Background: an optimization exercise with open tools, aiming at small area. Do not read the settings as production practice. In this exercise RTL edits were held to simulation tests only and were not proved equivalent to the original. Power and IR drop assume default switching activity.

==> job 2288 <==
// PongGame
module PongGame
(
	input CLOCK_50,
	input [3:0] KEY,
	input [9:0] SW,
	output logic VGA_BLANK_N,
	output logic VGA_SYNC_N,
	output logic VGA_HS,
	output logic VGA_VS,
	output logic [7:0] VGA_R,
	output logic [7:0] VGA_G,
	output logic [7:0] VGA_B
);
Settings: LEC_CHECK=0, CAP_MARGIN=20, CORE_MARGIN=2, CORE_UTILIZATION=60, CTS_BUF_LIST=sky130_fd_sc_hd__clkbuf_8, SLEW_MARGIN=20; clock period 20.0 ns.
standard.sh (not shown) runs the stock make flow with config.mk's settings and CLKGATE_MAP_FILE= SYNTH_SCRIPT=/design/flow/synth_recipe.tcl, a recipe that flattens the netlist after the stock synthesis.
==> flow/flow/run.sh <==
#!/bin/bash
# The standard layout (standard.sh) with three area changes:
#  * port buffers made from the smallest buffer cell,
#  * after the floorplan, every logic cell that synthesis upsized is put
#    back to its smallest drive strength (repair_design fixes any slew or
#    capacitance violation this causes later on),
#  * no dummy loads in the clock tree.
set -e
FLOWDIR=$(cd "$(dirname "$0")" && pwd)
export BUFFER_PORTS_ARGS="-buffer_cell sky130_fd_sc_hd__buf_1"
export POST_FLOORPLAN_TCL="$FLOWDIR/downsize.tcl"
export CTS_ARGS="-sink_clustering_enable -repair_clock_nets -buf_list sky130_fd_sc_hd__clkbuf_16 -dont_use_dummy_load -sink_clustering_size 50 -sink_clustering_max_diameter 200"
bash standard.sh > standard.log 2>&1
==> flow/flow/downsize.tcl <==
# Put every combinational cell at its smallest drive strength.
set db [ord::get_db]
set block [ord::get_db_block]
set count 0
foreach inst [$block getInsts] {
  set master [$inst getMaster]
  set name [$master getName]
  if { ![regexp {^(sky130_fd_sc_hd__[a-z0-9]+)_([0-9]+)$} $name -> base size] } { continue }
  if { [regexp {df|dl|conb|tap|fill|decap|clk} $base] } { continue }
  set best ""
  set best_area [expr {[$master getWidth] * [$master getHeight]}]
  foreach s {0 1 2} {
    if { $s >= $size } { continue }
    set cand [$db findMaster "${base}_$s"]
    if { $cand == "NULL" } { continue }
    set a [expr {[$cand getWidth] * [$cand getHeight]}]
    if { $a < $best_area } { set best_area $a; set best "${base}_$s" }
  }
  if { $best != "" } {
    replace_cell [$inst getName] $best
    incr count
  }
}
puts "downsize.tcl: resized $count cells"
==> job 664 (differences from job 2288) <==
--- a/flow/design.v
+++ b/flow/design.v
@@ -28,23 +28,10 @@
 	endfunction
 	function automatic inr(input [16:0] a, input [16:0] lo, input [16:0] hi);
 		inr = ~lt(a, lo) & ~lt(hi, a);
 	endfunction
 	wire rst = SW[9];
-	function automatic [7:0] scoreToggles(input [3:0] t, input [3:0] o, input inc);
-		logic nine, wrap;
-		nine = o[3] & o[0];                           
-		wrap = t[3] & t[2] & o[2] & o[1] & o[0];      
-		scoreToggles[0] = inc;
-		scoreToggles[1] = inc & o[0] & ~o[3];
-		scoreToggles[2] = inc & o[0] & o[1];
-		scoreToggles[3] = inc & o[0] & (o[3] | (o[1] & o[2] & ~(t[3] & t[2])));
-		scoreToggles[4] = inc & nine;
-		scoreToggles[5] = inc & nine & t[0];
-		scoreToggles[6] = inc & ((nine & t[0] & t[1]) | wrap);
-		scoreToggles[7] = inc & ((nine & t[0] & t[1] & t[2]) | wrap);
-	endfunction
 	logic [10:0] h;
 	logic [9:0]  v;
 	wire hEnd = h[10] & h[4];                        
 	wire vEnd = v[9] & v[7] & v[4] & v[3] & v[1];    
 	always_ff @(posedge CLOCK_50) begin
@@ -94,14 +81,13 @@
 	wire [10:0] T    = by[16:6];                        
 	wire scoreR = tick & (~|bx[15:7]) & vxs;            
 	wire scoreL = tick & ~lt(17'(left), 17'd791) & ~vxs;  
 	wire        sel = left[9];                          
 	wire [9:0]  bt  = sel ? ry : ly;
-	wire [9:0]  r   = 10'(add(17'(T[9:0]), 17'(~bt), 1'b1));
-	wire rOK    = ~T[10];
+	wire [10:0] r   = 11'(add(17'(T), 17'(~{1'b0, bt}), 1'b1));    
 	wire topValid = ~inr(17'(T), 17'd3, 17'd11);        
-	wire dOK    = inr(17'(r), 17'd3, 17'd82) & rOK & topValid;
+	wire dOK    = inr(17'(r), 17'd3, 17'd82) & topValid;
 	wire k0     = lt(17'(r), 17'd13);
 	wire kUp    = lt(17'(r), 17'd43);
 	logic [1:0] km;
 	always_comb begin
 		if      (k0 | ~lt(17'(r), 17'd73))                     km = 2'd0;
@@ -112,12 +98,12 @@
 	wire inSec = dOK & ~(k0 & lt(17'(bt), 17'd5));
 	wire V = sel ? (inr(17'(left), 17'd749, 17'd751) & ~vxs)
 	             : (inr(17'(left), 17'd39, 17'd41) & vxs);
 	wire H = sel ? inr(17'(left), 17'd751, 17'd769)
 	             : inr(17'(left), 17'd21, 17'd39);
-	wire topHit = lt(17'(r), 17'd4) & rOK & ~lt(17'(bt), 17'd3) & ~vys;    
-	wire botHit = inr(17'(r), 17'd81, 17'd84) & rOK & vys;                  
+	wire topHit = lt(17'(r), 17'd4) & ~lt(17'(bt), 17'd3) & ~vys;    
+	wire botHit = inr(17'(r), 17'd81, 17'd84) & vys;                  
 	wire wall = (inr(17'(T), 17'd12, 17'd14) & vys)                   
 	          | ((~lt(17'(T), 17'd602) | lt(17'(T), 17'd3)) & ~vys);  
 	wire flip   = tick & (wall | (~V & H & (topHit | botHit)));
 	wire paddle = tick & ~wall & V & inSec;
 	logic nr, nxs, nys;
@@ -167,17 +153,25 @@
 	end
 	always_ff @(posedge CLOCK_50) begin
 		if (rst) begin
 			lt_ <= 4'd0; lo_ <= 4'd0; rt_ <= 4'd0; ro_ <= 4'd0;
 		end else begin
-			{lt_, lo_} <= {lt_, lo_} ^ scoreToggles(lt_, lo_, scoreL);
-			{rt_, ro_} <= {rt_, ro_} ^ scoreToggles(rt_, ro_, scoreR);
+			if (scoreL) begin
+				if (lt_ == 4'd12 && lo_ == 4'd7) begin lt_ <= 4'd0; lo_ <= 4'd0; end
+				else if (lo_ == 4'd9) begin lt_ <= 4'(add(17'(lt_), 17'd0, 1'b1)); lo_ <= 4'd0; end
+				else lo_ <= 4'(add(17'(lo_), 17'd0, 1'b1));
+			end
+			if (scoreR) begin
+				if (rt_ == 4'd12 && ro_ == 4'd7) begin rt_ <= 4'd0; ro_ <= 4'd0; end
+				else if (ro_ == 4'd9) begin rt_ <= 4'(add(17'(rt_), 17'd0, 1'b1)); ro_ <= 4'd0; end
+				else ro_ <= 4'(add(17'(ro_), 17'd0, 1'b1));
+			end
 		end
 	end
 	wire [9:0]  dxb = 10'(add(17'(h[9:0]), 17'(~left), 1'b1));       
-	wire [9:0]  dyb = 10'(add(17'(T[9:0]), 17'(~v), 1'b1));         
-	wire drawBallV = lt(17'(dxb), 17'd10) & inr(17'(dyb), 17'd3, 17'd12) & ~T[10] & ~lt(17'(T), 17'd12);
+	wire [10:0] dyb = 11'(add(17'(T), 17'(~{1'b0, v}), 1'b1));      
+	wire drawBallV = lt(17'(dxb), 17'd10) & inr(17'(dyb), 17'd3, 17'd12) & ~lt(17'(T), 17'd12);
 	wire ballOrigin = ~|left & (T == 11'd12);
 	wire [9:0] bd  = h[9] ? ry : ly;
 	wire [9:0] dyp = 10'(add(17'(v), 17'(~bd), 1'b1));             
 	wire barRow = lt(17'(dyp), 17'd70);
 	wire drawLBar = inr(17'(h), 17'd30, 17'd39) & barRow;
==> flow/run.sh (new file) <==
#!/bin/bash
# synth_recipe.tcl (not shown) runs the flow's synth.tcl, then flattens the netlist and writes it again
# the make line also repeats each setting of config.mk as NAME=value (left out here)
make -C /OpenROAD-flow-scripts/flow DESIGN_CONFIG=/design/flow/config.mk WORK_HOME=/design/flow/orfs CLKGATE_MAP_FILE= SYNTH_SCRIPT=/design/flow/synth_recipe.tcl finish
- CORE_UTILIZATION: 60 -> 40
- CTS_BUF_LIST: sky130_fd_sc_hd__clkbuf_8 -> unset
removed: flow/flow/run.sh
removed: flow/flow/downsize.tcl
removed: flow/standard.sh
==> job 7250 (differences from job 2288) <==
--- a/flow/design.v
+++ b/flow/design.v
@@ -17,10 +17,18 @@
 		for (int i = 0; i < 17; i++) begin
 			add[i] = a[i] ^ b[i] ^ c;
 			c = (a[i] & b[i]) | (c & (a[i] ^ b[i]));
 		end
 	endfunction
+	function automatic [16:0] dec(input [16:0] a, input bi);
+		logic b;
+		b = bi;
+		for (int i = 0; i < 17; i++) begin
+			dec[i] = a[i] ^ b;
+			b = b & ~a[i];
+		end
+	endfunction
 	function automatic lt(input [16:0] a, input [16:0] b);
 		logic c;
 		c = 1'b0;
 		for (int i = 0; i < 17; i++)
 			c = (~a[i] & b[i]) | (~(a[i] ^ b[i]) & c);
@@ -41,17 +49,19 @@
 		scoreToggles[4] = inc & nine;
 		scoreToggles[5] = inc & nine & t[0];
 		scoreToggles[6] = inc & ((nine & t[0] & t[1]) | wrap);
 		scoreToggles[7] = inc & ((nine & t[0] & t[1] & t[2]) | wrap);
 	endfunction
-	logic [10:0] h;
-	logic [9:0]  v;
+	logic [10:0] hn;
+	logic [9:0]  vn;
+	wire [10:0] h = ~hn;
+	wire [9:0]  v = ~vn;
 	wire hEnd = h[10] & h[4];                        
 	wire vEnd = v[9] & v[7] & v[4] & v[3] & v[1];    
 	always_ff @(posedge CLOCK_50) begin
-		h <= (rst | hEnd) ? 11'd0 : 11'(add(17'(h), 17'd0, 1'b1));
-		v <= (rst | vEnd) ? 10'd0 : 10'(add(17'(v), 17'd0, hEnd));
+		hn <= (rst | hEnd) ? 11'h7FF : 11'(dec(17'(hn), 1'b1));
+		vn <= (rst | vEnd) ? 10'h3FF : 10'(dec(17'(vn), hEnd));
 	end
 	wire visible = lt(17'(h), 17'd800) & lt(17'(v), 17'd600);
 	assign VGA_BLANK_N = visible;
 	assign VGA_HS = ~inr(17'(h), 17'd856, 17'd975);
 	assign VGA_VS = ~inr(17'(v), 17'd637, 17'd642);
@@ -171,17 +181,17 @@
 		end else begin
 			{lt_, lo_} <= {lt_, lo_} ^ scoreToggles(lt_, lo_, scoreL);
 			{rt_, ro_} <= {rt_, ro_} ^ scoreToggles(rt_, ro_, scoreR);
 		end
 	end
-	wire [9:0]  dxb = 10'(add(17'(h[9:0]), 17'(~left), 1'b1));       
-	wire [9:0]  dyb = 10'(add(17'(T[9:0]), 17'(~v), 1'b1));         
-	wire drawBallV = lt(17'(dxb), 17'd10) & inr(17'(dyb), 17'd3, 17'd12) & ~T[10] & ~lt(17'(T), 17'd12);
+	wire [9:0]  dxb = 10'(add(17'(hn[9:0]), 17'(left), 1'b0));      
+	wire [9:0]  dyb = 10'(add(17'(T[9:0]), 17'(vn), 1'b0));         
+	wire drawBallV = ~lt(17'(dxb), 17'd1014) & inr(17'(dyb), 17'd2, 17'd11) & ~T[10] & ~lt(17'(T), 17'd12);
 	wire ballOrigin = ~|left & (T == 11'd12);
 	wire [9:0] bd  = h[9] ? ry : ly;
-	wire [9:0] dyp = 10'(add(17'(v), 17'(~bd), 1'b1));             
-	wire barRow = lt(17'(dyp), 17'd70);
+	wire [9:0] dyp = 10'(add(17'(vn), 17'(bd), 1'b0));             
+	wire barRow = ~lt(17'(dyp), 17'd954);
 	wire drawLBar = inr(17'(h), 17'd30, 17'd39) & barRow;
 	wire drawRBar = inr(17'(h), 17'd760, 17'd769) & barRow;
 	wire drawLine = inr(17'(h), 17'd397, 17'd400) & ~v[4];
 	logic [3:0] dig;
 	logic inDig;
==> flow/flow/run.sh (replaced) <==
#!/bin/bash
# The standard layout (standard.sh) with these area changes:
#  * after the standard synthesis, its combinational logic is mapped again
#    with area-oriented ABC scripts (flip-flops and full adders kept as they
#    are, with their names); the smallest result that is proven equivalent
#    to the standard netlist is used (the standard netlist if none is),
#  * port buffers made from the smallest buffer cell,
#  * after the floorplan, every logic cell left upsized is put back to its
#    smallest drive strength (repair_design fixes any slew or capacitance
#    violation this causes later on),
#  * no dummy loads in the clock tree, built from clkbuf_8.
set -e
FLOWDIR=$(cd "$(dirname "$0")" && pwd)
YOSYS=yosys
[ -x "$FLOW_HOME/../tools/install/yosys/bin/yosys" ] && YOSYS="$FLOW_HOME/../tools/install/yosys/bin/yosys"
LIB="$FLOW_HOME/platforms/sky130hd/lib/sky130_fd_sc_hd__tt_025C_1v80.lib"
export BUFFER_PORTS_ARGS="-buffer_cell sky130_fd_sc_hd__buf_1"
export POST_FLOORPLAN_TCL="$FLOWDIR/downsize.tcl"
export CTS_ARGS="-sink_clustering_enable -repair_clock_nets -buf_list sky130_fd_sc_hd__clkbuf_8 -dont_use_dummy_load"

bash standard.sh synth > synth.log 2>&1

R=orfs/results/sky130hd/PongGame/base
cp $R/1_2_yosys.v $R/1_2_yosys_standard.v

M='&get,-n;&dch,-f;&nf,-a,-R,1000;&put'
SCRIPTS=(
  "strash;ifraig;dc2;dc2;$M;strash;dc2;$M;dnsize"
  "strash;&get,-n;&deepsyn,-T,90;&put;$M;strash;dc2;$M;dnsize"
)
best=""
best_area=""
for i in "${!SCRIPTS[@]}"; do
  out=$R/1_2_yosys_remap$i.v
  sed "s#LIBFILE#$LIB#g; s#NETIN#$R/1_2_yosys_standard.v#; s#NETOUT#$out#; s#ABCSCRIPT#${SCRIPTS[$i]//&/\\&}#" "$FLOWDIR/remap.ys" > remap_run$i.ys
  sed "s#LIBFILE#$LIB#g; s#NETSTD#$R/1_2_yosys_standard.v#; s#NETNEW#$out#" "$FLOWDIR/equiv.ys" > equiv_run$i.ys
  if "$YOSYS" -s remap_run$i.ys > remap$i.log 2>&1 && "$YOSYS" -s equiv_run$i.ys > equiv$i.log 2>&1; then
    area=$(grep "Chip area for top module" remap$i.log | tail -1 | awk '{print $NF}')
    echo "script $i: area $area, proven equivalent" >> remap_status.txt
    if [ -z "$best" ] || awk "BEGIN{exit !($area < $best_area)}"; then best=$out; best_area=$area; fi
  else
    echo "script $i: failed or not proven" >> remap_status.txt
  fi
done
if [ -n "$best" ]; then
  echo "using $best" >> remap_status.txt
  cp $best $R/1_2_yosys.v
  rm -f $R/1_synth.odb $R/1_synth.sdc
else
  echo "using the standard netlist" >> remap_status.txt
fi

bash standard.sh > standard.log 2>&1
==> flow/flow/equiv.ys (new file) <==
# Check that the re-mapped netlist does what the standard synthesis does.
read_liberty -ignore_miss_func LIBFILE
read_verilog NETSTD
rename PongGame gold
read_verilog NETNEW
rename PongGame gate
hierarchy -check
flatten
opt_clean
equiv_make gold gate equiv
hierarchy -top equiv
equiv_simple -seq 1
equiv_induct
equiv_status -assert
==> flow/flow/remap.ys (new file) <==
# Re-map the combinational logic of the standard synthesis for area.
# The flip-flops (and full adders) are kept as they are, with their names.
read_liberty -ignore_miss_func LIBFILE
read_verilog NETIN
hierarchy -top PongGame
setattr -mod -set keep_hierarchy 1 sky130_fd_sc_hd__dfxtp_1 sky130_fd_sc_hd__fa_1 sky130_fd_sc_hd__conb_1
flatten
opt_clean
abc -liberty LIBFILE -dont_use sky130_fd_sc_hd__lpflow_* -dont_use sky130_fd_sc_hd__probe* -script +ABCSCRIPT
opt_clean
setundef -zero
splitnets
opt_clean -purge
hilomap -singleton -hicell sky130_fd_sc_hd__conb_1 HI -locell sky130_fd_sc_hd__conb_1 LO
insbuf -buf sky130_fd_sc_hd__buf_1 A X
opt_clean -purge
stat -liberty LIBFILE
select -module PongGame
write_verilog -noattr -nohex -nodec -selected NETOUT
==> notes.md <==
quantity	job 664	job 2288	job 7250
Buf/Inv on CP	5	6	3
Mux contribution to synthesized area	4.076%	4.925%	-
Routed length on met1	9356 µm	8520 µm	7234 µm
Worst EP arrival	12.35 ns	12.66 ns	12.26 ns
Cell type of the slowest stage on the worst timing path	sky130_fd_sc_hd__nand4b_1	sky130_fd_sc_hd__a211oi_1	sky130_fd_sc_hd__dfxtp_1
Routability congestion estimate from global placement	0.8672	0.8929	0.9667
Depth of the worst register-to-register path	43	42	43
Skew-Pair Late Insertion Delay	0.36 ns	0.35 ns	0.39 ns
Result of the run	finished clean	finished clean	finished clean
Starting utilization of the core area	40.66%	61.20%	61.63%
Die area	21730 µm²	14450 µm²	12000 µm²
Fraction of area in multi-input gates	63.36%	65.50%	61.67%
Async set-reset flop share out of synthesis	0%	0%	-
Maximum fanout count along the critical path	15	12	17
Static Leak	3.447 nW	3.363 nW	2.552 nW
Worst reg-to-reg setup slack	7.88 ns	7.55 ns	8.00 ns
Area grow syn2layout	8.593%	3.690%	5.880%
Switch share	27.54%	27.18%	27.96%
Clock buffers and inverters, area share	3.249%	2.680%	1.751%
Number of tap instances	270	176	140
Clock-pin transition on the worst setup and hold timing paths	0.08 ns	0.07 ns	0.10 ns
Max-slew headroom at the worst pin	31.81%	39.12%	42.06%
Logic depth of the worst setup path including buffers	43	42	43
Fraction of final layout cells sized beyond drive strength 1	6.603%	5.792%	1.587%
GR Util met3	2.716%	5.142%	6.165%
Hold EP	cnt[0]$_SDFF_PP0_	cnt[0]$_SDFF_PP0_	hn[0]$_SDFF_PP1_

## re-timing with driven ports
No port has a modelled driver above. Below, the same layouts with a new extraction and two added sets of constraints.
Step 1, drivers: a clkbuf_16 drives CLOCK_50 and a buf_2 each remaining input, both assumed.
Step 2 moves the port delays by t, midway between the first and last clock arrival at a register: inputs arrive t later, outputs are due t later. That takes back most of the time a late clock gives input paths.
a / b / c = ideal / step 1 / step 2; a / b = the first two.
run	t, ns	setup WS [ns]	pins driven straight from the clock port
job 2288	0.389	7.545 / 7.545 / 7.545	1
job 664	0.400	7.876 / 7.876 / 7.876	1
job 7250	0.417	7.998 / 7.998 / 7.998	1
After both steps setup and hold are still met in every run listed.
